From an optimization exercise on the open Yosys and OpenROAD flow, aimed at small area, a short achievable clock period and few clock cycles per item; shortcuts taken in it are not production practice.
In this exercise RTL edits were held to simulation tests only and were not proved equivalent to the original.

==> 01-02: inputs <==
// PixelSolver
module PixelSolver (
  input               io_cmd_valid,
  output              io_cmd_ready,
  input      [27:0]   io_cmd_payload_x,
  input      [27:0]   io_cmd_payload_y,
  output              io_rsp_valid,
  input               io_rsp_ready,
  output     [5:0]    io_rsp_payload_iteration,
  input               clk,
  input               reset
);
Settings: LEC_CHECK=0, CAP_MARGIN=20, CORE_MARGIN=2, CORE_UTILIZATION=40, SLEW_MARGIN=20; clock period 12.0 ns.
standard.sh (not shown) runs the stock make flow with config.mk's settings and CLKGATE_MAP_FILE= SYNTH_SCRIPT=/design/flow/synth_recipe.tcl, a recipe that flattens the netlist after the stock synthesis.
==> flow/flow/run.sh <==
#!/bin/bash
set -euo pipefail
RES="$PWD/orfs/results/sky130hd/PixelSolver/base"
bash standard.sh synth > standard_synth.log 2>&1
cp "$RES/1_2_yosys.v" "$RES/1_2_yosys.std.v"
python3 flow/polarity.py "$RES/1_2_yosys.std.v" "$RES/1_2_yosys.pol.v" > polarity.log 2>&1
sleep 1
cp "$RES/1_2_yosys.pol.v" "$RES/1_2_yosys.v"
touch "$RES/1_2_yosys.v"
bash standard.sh SETUP_SLACK_MARGIN=7.5 finish > standard_flow.log 2>&1
Other scripts of this flow, unchanged in this note and not shown: flow/flow/polarity.py
==> inputs of 11-13, as changes to 01-02 <==
--- a/flow/flow/run.sh
+++ b/flow/flow/run.sh
@@ -8,3 +8,3 @@
 cp "$RES/1_2_yosys.pol.v" "$RES/1_2_yosys.v"
 touch "$RES/1_2_yosys.v"
-bash standard.sh SETUP_SLACK_MARGIN=7.5 finish > standard_flow.log 2>&1
+bash standard.sh SETUP_SLACK_MARGIN=7.4 finish > standard_flow.log 2>&1
==> summary.txt <==
|  | 11-13 | 01-02 |
|---|---|---|
| GR met3 Demand/Resource | 0.0485 | 0.0576 |
| Number of antenna violations at the first check in global routing | 6 | 1 |
| Routed wire length | 215 mm | 215 mm |
| Reg-to-reg setup timing slack | 7.47 ns | 7.50 ns |
| Global routing usage summed across all routing layers | 0.247 | 0.249 |
| Non-clock buffer total of the final layout | 254 | 255 |
| Launch instance of the worst min-delay path | y02[27] | v1 |
| Worst-case headroom to the max-slew limit | 0.165 | 0.209 |
| Pin count of the biggest net entering global routing | 82 | 85 |
| Startpoint of the worst setup timing path | y[15] | py1[32] |
| Detail Route met2 WL | 99.6 mm | 98.4 mm |
| Endpoint of the worst-slack reg-to-reg timing path | pm2[33] | xb[13] |
| GR Layer Usage met1 | 0.334 | 0.329 |
| Count of filler cells inserted in the layout | 15700 | 15500 |
| Worst setup slack after placement | 6.18 ns | 6.12 ns |
| Wire length on met1 | 89.1 mm | 86.6 mm |
| Layout cell share with drive strength beyond 1 | 0.0859 | 0.0921 |
| Total of clock buffers placed in the layout | 106 | 112 |
| Slew at the pin closest to its max-slew limit | 1.24 ns | 1.18 ns |
| Status | finished clean | finished clean |
Testbench counts of 01-02, summed over its fixed seeds: cycles 13,606, pixels 2,048.
Testbench counts of 11-13, summed over its fixed seeds: cycles 13,606, pixels 2,048.


==> job 1902 <==
PixelSolver, a different RTL version from the one above (not shown whole).
==> flow/config.mk <==
export PLATFORM = sky130hd
export DESIGN_NAME = PixelSolver
export DESIGN_NICKNAME = PixelSolver
export VERILOG_FILES = /design/flow/design.v
export SDC_FILE = /design/flow/constraint.sdc
export NUM_CORES = 4
export LEC_CHECK = 0
export CAP_MARGIN = 20
export CORE_MARGIN = 2
export CORE_UTILIZATION = 40
export SLEW_MARGIN = 20
==> flow/constraint.sdc <==
create_clock -name core_clock -period 12.0 [get_ports {clk}]
set_input_delay 2.4000 -clock core_clock [delete_from_list [all_inputs] [get_ports {clk}]]
set_output_delay 2.4000 -clock core_clock [all_outputs]
set_load 0.01 [all_outputs]
==> flow/flow/run.sh <==
#!/bin/bash
set -euo pipefail
RES="$PWD/orfs/results/sky130hd/PixelSolver/base"
bash standard.sh synth > standard_synth.log 2>&1
cp "$RES/1_2_yosys.v" "$RES/1_2_yosys.std.v"
python3 flow/polarity.py "$RES/1_2_yosys.std.v" "$RES/1_2_yosys.pol.v" > polarity.log 2>&1
sleep 1
cp "$RES/1_2_yosys.pol.v" "$RES/1_2_yosys.v"
touch "$RES/1_2_yosys.v"
bash standard.sh SETUP_SLACK_MARGIN=7 finish > standard_flow.log 2>&1
Other scripts of this flow, unchanged in this note and not shown: flow/flow/polarity.py
==> inputs of job 1332, as changes to job 1902 <==
--- a/flow/flow/run.sh
+++ b/flow/flow/run.sh
@@ -8,3 +8,3 @@
 cp "$RES/1_2_yosys.pol.v" "$RES/1_2_yosys.v"
 touch "$RES/1_2_yosys.v"
-bash standard.sh SETUP_SLACK_MARGIN=7 finish > standard_flow.log 2>&1
+bash standard.sh SETUP_SLACK_MARGIN=7.5 finish > standard_flow.log 2>&1
==> summary.txt <==
Routing:
- The routed design has 212 mm of wire.

Placement:
- After detailed placement, the total cell area comes to 71300 um2.
- The count of placed standard cells including taps is 8339.

Finish:
- In the finished layout, the clock tree contains a buffer count of 116.

STA:
- The maximum clock rate is 223 MHz.

Run status:
- The flow ran to the end and the layout has no timing, DRC or antenna violations.

Global routing:
- The first global-routing pass estimated 322 mm of wire.
The numbers above come from job 1332.

==> summary.txt <==
Placement:
- The placed instances occupy a cell area of 71400 um2.
- In this run, placement finished with an instance count of 8345.

Routing:
- The aggregate routed wire length is 204 mm.

Setup path:
- The kind of cell adding the most delay to the critical path is adder cells.

Run status:
- The flow ran to the end and the layout has no timing, DRC or antenna violations.

Worst hold path:
- The worst hold path startpoint is v1$_DFF_PP0_.

STA:
- The maximum clock rate is 205 MHz.

Global routing:
- The first global-routing pass estimated 316 mm of wire.

Finish:
- The post-route cell area is 74500 um2.
- The number of clock buffers in the layout is 107.
The numbers above come from job 1902.

Testbench counts of job 1902, summed over its fixed seeds: cycles 13,606, pixels 2,048.
Testbench counts of job 1332, summed over its fixed seeds: cycles 13,606, pixels 2,048.

## separate check: timing with driven ports
In the flow no input, the clock included, has a driving cell. The finished layouts below were timed again as built, in two steps.
Step 1 sets driving cells, clkbuf_16 on the clock port and buf_2 on the other inputs (assumed; they add their load-dependent delay and slew).
Step 2 moves the port delays by t, midway between the first and last clock arrival at a register: inputs arrive t later, outputs are due t later. That takes back most of the time a late clock gives input paths.
a / b / c = no drivers / after step 1 / after step 2; a / b = the first two.
run | t (ns) | setup slack, ns | worst hold slack (ns)
01-02 | 0.768 | 7.495 / 7.495 / 7.161 | 0.361 / 0.361 / 0.361
11-13 | 0.770 | 7.471 / 7.432 / 7.081 | 0.362 / 0.362 / 0.362
job 1902 | 0.754 | 7.122 / 7.122 / 7.122 | 0.350 / 0.350 / 0.350
job 1332 | 0.762 | 7.516 / 7.516 / 7.492 | 0.352 / 0.352 / 0.352
After both steps every run listed still meets setup and hold. The setup slack of 11-13, which loses most, moves by -0.039 ns with the drivers and by -0.390 ns with both steps.
